Background: an optimization exercise with open tools, aiming at small area, a short achievable clock period and few clock cycles. Do not read the settings as production practice. At most, simulation tests tie the RTL to the original design; equivalence was not proved. Power is estimated from default activity; no workload was simulated.

==> flow/design.v (excerpt) <==
module mult_accelerator (
	input clk,
	output read_n,
	output write_n,
	output chipselect,
	input waitrequest,
	output [31:0] address,
	output [1:0] byteenable,
	input readdatavalid,
	input [15:0] readdata,
	output [15:0] writedata,
	input reset_n
);
assign byteenable = 2'b11;
assign chipselect = 1'b1;
localparam [15:0] PIX1 = 16'd1,     W1 = 16'd50,    R1 = 16'd39250,
                  PIX2 = 16'd39450, W2 = 16'd39463, R2 = 16'd49463;
localparam [5:0] PLAST1 = PIX1[5:0] + 6'd48, PLAST2 = PIX2[5:0] + 6'd12;
localparam [9:0] RLAST1 = R1[9:0] + 10'd199, RLAST2 = R2[9:0] + 10'd199;
localparam [13:0] OFS1 = -14'sd6272, OFS2 = -14'sd1600;
localparam [2:0] S_POLL = 3'd0, S_RUN = 3'd1, S_END = 3'd2, S_WR = 3'd3,
                 S_FL0 = 3'd4, S_FLAG = 3'd5;
reg [2:0]  state;
reg        layer2;       
reg        cmd;          
reg        ph;           
reg [1:0]  sd;           
reg        gl;           
reg        rl;           
reg [5:0]  pa;           
reg [9:0]  ra;           
reg [15:0] wptr;         
reg [15:0] aq;           
reg        rd, wr;       
reg [1:0]  t1, t2;       
reg        clr;          
reg [15:0] pix;          
reg [4:0]  y01, y23;     
reg        yv;           
reg        cy;           
reg [5:0]  acc_lo;
reg [7:0]  acc_hi;
assign read_n = !rd;
assign write_n = !wr;
assign address = {2'b11, 13'd0, aq, 1'b0};
assign writedata = {{2{acc_hi[7]}}, acc_hi, acc_lo};
wire adv = !(rd || wr) || !waitrequest;
wire [9:0] phi = layer2 ? PIX2[15:6] : PIX1[15:6];
wire [5:0] plo = layer2 ? PIX2[5:0] : PIX1[5:0];
wire wl = (sd == 2'd0);                
wire acc_done = !t1[1] && !t2[1] && !yv;
always @(posedge clk) begin
	if (!reset_n) begin
		state <= S_POLL;
		rd <= 1'b0;
		wr <= 1'b0;
	end else if (state == S_POLL && cmd) begin
		state <= S_RUN;
		rd <= 1'b1;
		aq <= {phi, plo};
	end else if (adv) begin
  ...
==> flow/config.mk <==
export PLATFORM = sky130hd
export DESIGN_NAME = mult_accelerator
export DESIGN_NICKNAME = mult_accelerator
export VERILOG_FILES = /design/flow/design.v
export SDC_FILE = /design/flow/constraint.sdc
export NUM_CORES = 4
export LEC_CHECK = 0
export CAP_MARGIN = 20
export CORE_MARGIN = 2
export CORE_UTILIZATION = 75
export CTS_BUF_LIST = sky130_fd_sc_hd__clkbuf_8
export PLACE_DENSITY = 0.85
export SETUP_SLACK_MARGIN = 3.8
export SLEW_MARGIN = 20
export BUFFER_PORTS_ARGS = -buffer_cell sky130_fd_sc_hd__buf_2
==> flow/constraint.sdc <==
create_clock -name core_clock -period 6.0 [get_ports {clk}]
set_input_delay 1.2000 -clock core_clock [delete_from_list [all_inputs] [get_ports {clk}]]
set_output_delay 1.2000 -clock core_clock [all_outputs]
set_load 0.01 [all_outputs]
standard.sh (not shown) runs the stock make flow with config.mk's settings and CLKGATE_MAP_FILE= SYNTH_SCRIPT=/design/flow/synth_recipe.tcl, a recipe that flattens the netlist after the stock synthesis.
==> flow/flow/run.sh <==
#!/bin/bash
# Standard layout, with plain buffers on the ports.
set -e
echo 'export BUFFER_PORTS_ARGS = -buffer_cell sky130_fd_sc_hd__buf_2' >> config.mk
bash standard.sh > standard.log 2>&1
Testbench counts at the start, summed over its fixed seeds: cycles 573,099.
Change:
==> flow/flow/run.sh (replaced) <==
#!/bin/bash
# Standard layout, with plain buffers on the ports and a clock tree without
# dummy balancing loads.
set -e
cat >> config.mk <<'CFG'
export BUFFER_PORTS_ARGS = -buffer_cell sky130_fd_sc_hd__buf_2
export CTS_ARGS = -repair_clock_nets -buf_list sky130_fd_sc_hd__clkbuf_8 -dont_use_dummy_load
CFG
bash standard.sh > standard.log 2>&1
Settings changed: CORE_UTILIZATION 75 to 65, CTS_ARGS set to -repair_clock_nets -buf_list sky130_fd_sc_hd__clkbuf_8 -dont_use_dummy_load, PLACE_DENSITY 0.85 to 0.75.
=> The new run completed without violations. Area after synthesis is unchanged. Non-clock buffer count does not change. Core utilization went down by 11 points. Wire length is lower by 6.0%. Total power is lower by 7.5%. Die area climbs by 15%. Hold slack degrades by 0.020 ns. Clock-buffer cell count shrinks by 2. Synthesized cell count is unchanged.

========
mult_accelerator, a different RTL version from the one above (not shown whole).
Size: roughly 73 I/O pins, about 5600 sq um of cells after synthesis.
==> flow/config.mk <==
export PLATFORM = sky130hd
export DESIGN_NAME = mult_accelerator
export DESIGN_NICKNAME = mult_accelerator
export VERILOG_FILES = /design/flow/design.v
export SDC_FILE = /design/flow/constraint.sdc
export NUM_CORES = 4
export LEC_CHECK = 0
export CAP_MARGIN = 20
export CORE_MARGIN = 2
export CORE_UTILIZATION = 40
export CTS_BUF_LIST = sky130_fd_sc_hd__clkbuf_8
export PLACE_DENSITY = 0.6
export SETUP_SLACK_MARGIN = 3.6
export SLEW_MARGIN = 20
export BUFFER_PORTS_ARGS = -buffer_cell sky130_fd_sc_hd__buf_1
==> flow/constraint.sdc <==
create_clock -name core_clock -period 6.0 [get_ports {clk}]
set_input_delay 1.2000 -clock core_clock [delete_from_list [all_inputs] [get_ports {clk}]]
set_output_delay 1.2000 -clock core_clock [all_outputs]
set_load 0.01 [all_outputs]
==> flow/flow/run.sh <==
#!/bin/bash
# Standard layout, with plain buffers on the ports.
set -e
echo 'export BUFFER_PORTS_ARGS = -buffer_cell sky130_fd_sc_hd__buf_1' >> config.mk
bash standard.sh > standard.log 2>&1
==> next run, changes <==
==> flow/flow/run.sh (replaced) <==
#!/bin/bash
# Standard layout, with plain buffers on the ports.
set -e
echo 'export BUFFER_PORTS_ARGS = -buffer_cell sky130_fd_sc_hd__buf_2' >> config.mk
bash standard.sh > standard.log 2>&1
Settings changed: BUFFER_PORTS_ARGS -buffer_cell sky130_fd_sc_hd__buf_1 to -buffer_cell sky130_fd_sc_hd__buf_2, CORE_UTILIZATION 40 to 65, PLACE_DENSITY 0.6 to 0.75.
The new run completed with no timing, DRC or antenna violations.
Utilization goes up by 27 points.
Global-route usage went up by 8.5 points.
Synthesized cell count is unchanged.
Clock skew stays flat.
Hold slack improves by 0.019 ns.
Function was not checked in any run of this note: the RTL went through the layout flow alone.

========
## v24
Another version of the RTL of mult_accelerator (not shown whole).
Size in the first run: roughly 140 flip-flops, ~73 I/O pins, about 7500 um2 of cells after synthesis.
## mult_accelerator
module mult_accelerator (
	input clk,
	output read_n,
	output write_n,
	output chipselect,
	input waitrequest,
	output [31:0] address,
	output [1:0] byteenable,
	input readdatavalid,
	input [15:0] readdata,
	output [15:0] writedata,
	input reset_n
);
Settings: LEC_CHECK=0, CAP_MARGIN=20, CORE_MARGIN=2, CORE_UTILIZATION=65, CTS_BUF_LIST=sky130_fd_sc_hd__clkbuf_16, PLACE_DENSITY=0.75, SETUP_SLACK_MARGIN=3.7, SLEW_MARGIN=20, BUFFER_PORTS_ARGS=-buffer_cell sky130_fd_sc_hd__buf_2; clock period 6.0 ns.
==> flow/flow/run.sh <==
#!/bin/bash
# Standard layout, with plain buffers on the ports.
set -e
echo 'export BUFFER_PORTS_ARGS = -buffer_cell sky130_fd_sc_hd__buf_2' >> config.mk
bash standard.sh > standard.log 2>&1
v24 did not stop at any stage, and its layout met the timing, DRC and antenna checks.
Testbench counts of v24, summed over its fixed seeds: cycles 420,833.
Relative to v24, the following input files were edited for v25:
# v24
export LEC_CHECK = 0
export CAP_MARGIN = 20
export CORE_MARGIN = 2
export CORE_UTILIZATION = 65
export CTS_BUF_LIST = sky130_fd_sc_hd__clkbuf_16
export PLACE_DENSITY = 0.75
export SETUP_SLACK_MARGIN = 3.7
export SLEW_MARGIN = 20
export BUFFER_PORTS_ARGS = -buffer_cell sky130_fd_sc_hd__buf_2
create_clock -name core_clock -period 6.0 [get_ports {clk}]
# v25
export LEC_CHECK = 0
export CAP_MARGIN = 20
export CORE_MARGIN = 2
export CORE_UTILIZATION = 65
export CTS_BUF_LIST = sky130_fd_sc_hd__clkbuf_8
export PLACE_DENSITY = 0.75
export SETUP_SLACK_MARGIN = 3.75
export SLEW_MARGIN = 20
export BUFFER_PORTS_ARGS = -buffer_cell sky130_fd_sc_hd__buf_2
create_clock -name core_clock -period 6.0 [get_ports {clk}]
==> comparison <==
Every run (v25 and v24) finished clean. Routed wire in v25 totals more than in v24. v25 vs v24, slowest stage cell on the critical path: dfxtp_4 vs dfxtp_2. v25: wire length on met2 0.55% above v24. Clock power ends up lower on v25.
[inputs] v48 vs v25
# v25
export LEC_CHECK = 0
export CAP_MARGIN = 20
export CORE_MARGIN = 2
export CORE_UTILIZATION = 65
export CTS_BUF_LIST = sky130_fd_sc_hd__clkbuf_8
export PLACE_DENSITY = 0.75
export SETUP_SLACK_MARGIN = 3.75
export SLEW_MARGIN = 20
export BUFFER_PORTS_ARGS = -buffer_cell sky130_fd_sc_hd__buf_2
create_clock -name core_clock -period 6.0 [get_ports {clk}]
# v48
export LEC_CHECK = 0
export CAP_MARGIN = 20
export CORE_MARGIN = 2
export CORE_UTILIZATION = 75
export CTS_BUF_LIST = sky130_fd_sc_hd__clkbuf_8
export PLACE_DENSITY = 0.85
export SETUP_SLACK_MARGIN = 3.7
export SLEW_MARGIN = 20
export BUFFER_PORTS_ARGS = -buffer_cell sky130_fd_sc_hd__buf_2
create_clock -name core_clock -period 6.0 [get_ports {clk}]
--- outcome ---
Clock share of power in v48 is 2.0 points above v25.
v48: all stages complete, timing, DRC and antenna checks passed
As of v48, die area had fallen by more than 10% compared to v25.
Lower final standard cell utilization of the core was reported by v25, not v48.
| layout overhead on the synthesized area | higher: v25 |
First-pass GRT wire length (v48 vs. v25) increases by a few percent
For v14, these inputs were changed with respect to v48:
# v48
export LEC_CHECK = 0
export CAP_MARGIN = 20
export CORE_MARGIN = 2
export CORE_UTILIZATION = 75
export CTS_BUF_LIST = sky130_fd_sc_hd__clkbuf_8
export PLACE_DENSITY = 0.85
export SETUP_SLACK_MARGIN = 3.7
export SLEW_MARGIN = 20
export BUFFER_PORTS_ARGS = -buffer_cell sky130_fd_sc_hd__buf_2
create_clock -name core_clock -period 6.0 [get_ports {clk}]
# v14
export LEC_CHECK = 0
export CAP_MARGIN = 20
export CORE_MARGIN = 2
export CORE_UTILIZATION = 65
export CTS_BUF_LIST = sky130_fd_sc_hd__clkbuf_8
export PLACE_DENSITY = 0.75
export SETUP_SLACK_MARGIN = 3.8
export SLEW_MARGIN = 20
export BUFFER_PORTS_ARGS = -buffer_cell sky130_fd_sc_hd__buf_2
export CTS_ARGS = -sink_clustering_enable -repair_clock_nets -buf_list sky130_fd_sc_hd__clkbuf_8 -dont_use_dummy_load
create_clock -name core_clock -period 6.0 [get_ports {clk}]
==> flow/flow/run.sh <==
#!/bin/bash
# Standard layout, with plain buffers on the ports and a clock tree without
# dummy balancing loads.
set -e
cat >> config.mk <<'CFG'
export BUFFER_PORTS_ARGS = -buffer_cell sky130_fd_sc_hd__buf_2
export CTS_ARGS = -sink_clustering_enable -repair_clock_nets -buf_list sky130_fd_sc_hd__clkbuf_8 -dont_use_dummy_load
CFG
bash standard.sh > standard.log 2>&1
--- outcome ---
- Against v48, v14 comes in 4 higher on count of cell instances traversed by the critical path.
- Sequential group power across v14 and v48: no real change.
- Summary of v14 over v48: final RePlAce weighted congestion decreased 0.067, total wire length after detailed routing decreased about 5.4%, power decreased about 9%, area of the die increased 15%.
Input changes introduced in v59 (baseline for comparison: v14):
# v14
export LEC_CHECK = 0
export CAP_MARGIN = 20
export CORE_MARGIN = 2
export CORE_UTILIZATION = 65
export CTS_BUF_LIST = sky130_fd_sc_hd__clkbuf_8
export PLACE_DENSITY = 0.75
export SETUP_SLACK_MARGIN = 3.8
export SLEW_MARGIN = 20
export BUFFER_PORTS_ARGS = -buffer_cell sky130_fd_sc_hd__buf_2
export CTS_ARGS = -sink_clustering_enable -repair_clock_nets -buf_list sky130_fd_sc_hd__clkbuf_8 -dont_use_dummy_load
create_clock -name core_clock -period 6.0 [get_ports {clk}]
# v59
export LEC_CHECK = 0
export CAP_MARGIN = 20
export CORE_MARGIN = 2
export CORE_UTILIZATION = 65
export CTS_BUF_LIST = sky130_fd_sc_hd__clkbuf_8 sky130_fd_sc_hd__clkbuf_16
export PLACE_DENSITY = 0.75
export SETUP_SLACK_MARGIN = 3.7
export SLEW_MARGIN = 20
export BUFFER_PORTS_ARGS = -buffer_cell sky130_fd_sc_hd__buf_2
create_clock -name core_clock -period 6.0 [get_ports {clk}]
==> flow/flow/run.sh <==
#!/bin/bash
# Standard layout, with plain buffers on the ports.
set -e
echo 'export BUFFER_PORTS_ARGS = -buffer_cell sky130_fd_sc_hd__buf_2' >> config.mk
bash standard.sh > standard.log 2>&1
## What came out
Fmax: v59 and v14 compared, higher one is v14
v59 drops fewer vias than v14.
Compared to v14, v59 shows a narrower setup margin.
Power: v59 draws more than v14
Cmp v59 vs v14: share of the cycle needed by the critical path after routing higher in v59
From v14 to v59 the numbers moved as follows: global routing met1 resource utilization decreased by 1.2 points relative to the old numbers, mean routed wirelength per cell decreased by 0.84 um relative to the old numbers, non-clock buffering overhead in the final layout decreased by 0.96 points relative to the old numbers, global-route usage decreased by 1.1 points relative to the old numbers, sequential cell area share decreased by 0.66 points relative to the old numbers.
Here is what was changed in the inputs of v8 compared with v59.
# v59
export LEC_CHECK = 0
export CAP_MARGIN = 20
export CORE_MARGIN = 2
export CORE_UTILIZATION = 65
export CTS_BUF_LIST = sky130_fd_sc_hd__clkbuf_8 sky130_fd_sc_hd__clkbuf_16
export PLACE_DENSITY = 0.75
export SETUP_SLACK_MARGIN = 3.7
export SLEW_MARGIN = 20
export BUFFER_PORTS_ARGS = -buffer_cell sky130_fd_sc_hd__buf_2
create_clock -name core_clock -period 6.0 [get_ports {clk}]
# v8
export LEC_CHECK = 0
export ABC_CLOCK_PERIOD_IN_PS = 2200
export CAP_MARGIN = 20
export CORE_MARGIN = 2
export CORE_UTILIZATION = 65
export CTS_BUF_LIST = sky130_fd_sc_hd__clkbuf_8
export PLACE_DENSITY = 0.75
export SETUP_SLACK_MARGIN = 3.7
export SLEW_MARGIN = 20
export BUFFER_PORTS_ARGS = -buffer_cell sky130_fd_sc_hd__buf_2
create_clock -name core_clock -period 6.0 [get_ports {clk}]
[summary]
The setup slack of the critical path after layout in v8 sits 20 ps above the value recorded for v59. Area share of buffers outside the clock network: v8 vs v59 — no meaningful difference. Compared with v59, v8 shows a lower non-clock buffer count. In v8 the via count turned out 0.77% lower than in v59. Part of the cycle the worst path needs in v8 is 0.34 points lower than in v59. Sequential cell fraction of total power: v8 vs v59 up 3.9 points. [compare] base=v59 new=v8: share of power burned in the clock network down 6.0 points, final area down 2.4%.

[separate check: timing with driven ports]
Ports are ideal in the flow. The routed layouts listed here were re-timed in OpenROAD. Step 1 (the two cells are an assumption about what drives the block):
set clk [get_ports {clk}]
set_driving_cell -lib_cell sky130_fd_sc_hd__clkbuf_16 $clk
set_driving_cell -lib_cell sky130_fd_sc_hd__buf_2 [delete_from_list [all_inputs] $clk]
Step 2 adds t to the input delays and takes it off the output delays; t is the mean of the earliest and latest rising clock arrival at the registers after step 1. Input paths then give back, and output paths get back, about the clock's delay inside the block. Three values: ideal, step 1, step 2; two values: the first two.
| run | t (ns) | slack for setup (ns) | worst setup path at the end | worst data-port slew with drivers (ns) | cell pins on the clock port's net |
|---|---|---|---|---|---|
| the first run of note 1 | 0.403 | 3.830 / 3.796 / 3.472 | input to register | 0.04 | 1 |
| the second run of note 1 | 0.379 | 3.850 / 3.819 / 3.545 | input to register | 0.03 | 1 |
| the first run of note 2 | 0.413 | 3.550 / 3.545 / 3.131 | input to register | 0.05 | 1 |
| the second run of note 2 | 0.401 | 3.603 / 3.571 / 3.199 | input to register | 0.05 | 1 |
| v24 | 0.471 | 3.753 / 3.709 / 3.367 | input to register | 0.06 | 1 |
| v25 | 0.480 | 3.787 / 3.751 / 3.331 | input to register | 0.06 | 1 |
| v48 | 0.471 | 3.690 / 3.655 / 3.279 | input to register | 0.03 | 1 |
| v14 | 0.465 | 3.794 / 3.794 / 3.390 | input to register | 0.06 | 1 |
| v59 | 0.464 | 3.758 / 3.715 / 3.373 | input to register | 0.06 | 1 |
| v8 | 0.492 | 3.778 / 3.739 / 3.370 | input to register | 0.06 | 1 |
After both steps every run listed still meets setup and hold. For v25, which loses most, drivers alone change the setup slack by -0.036 ns; drivers and shift together by -0.456 ns.
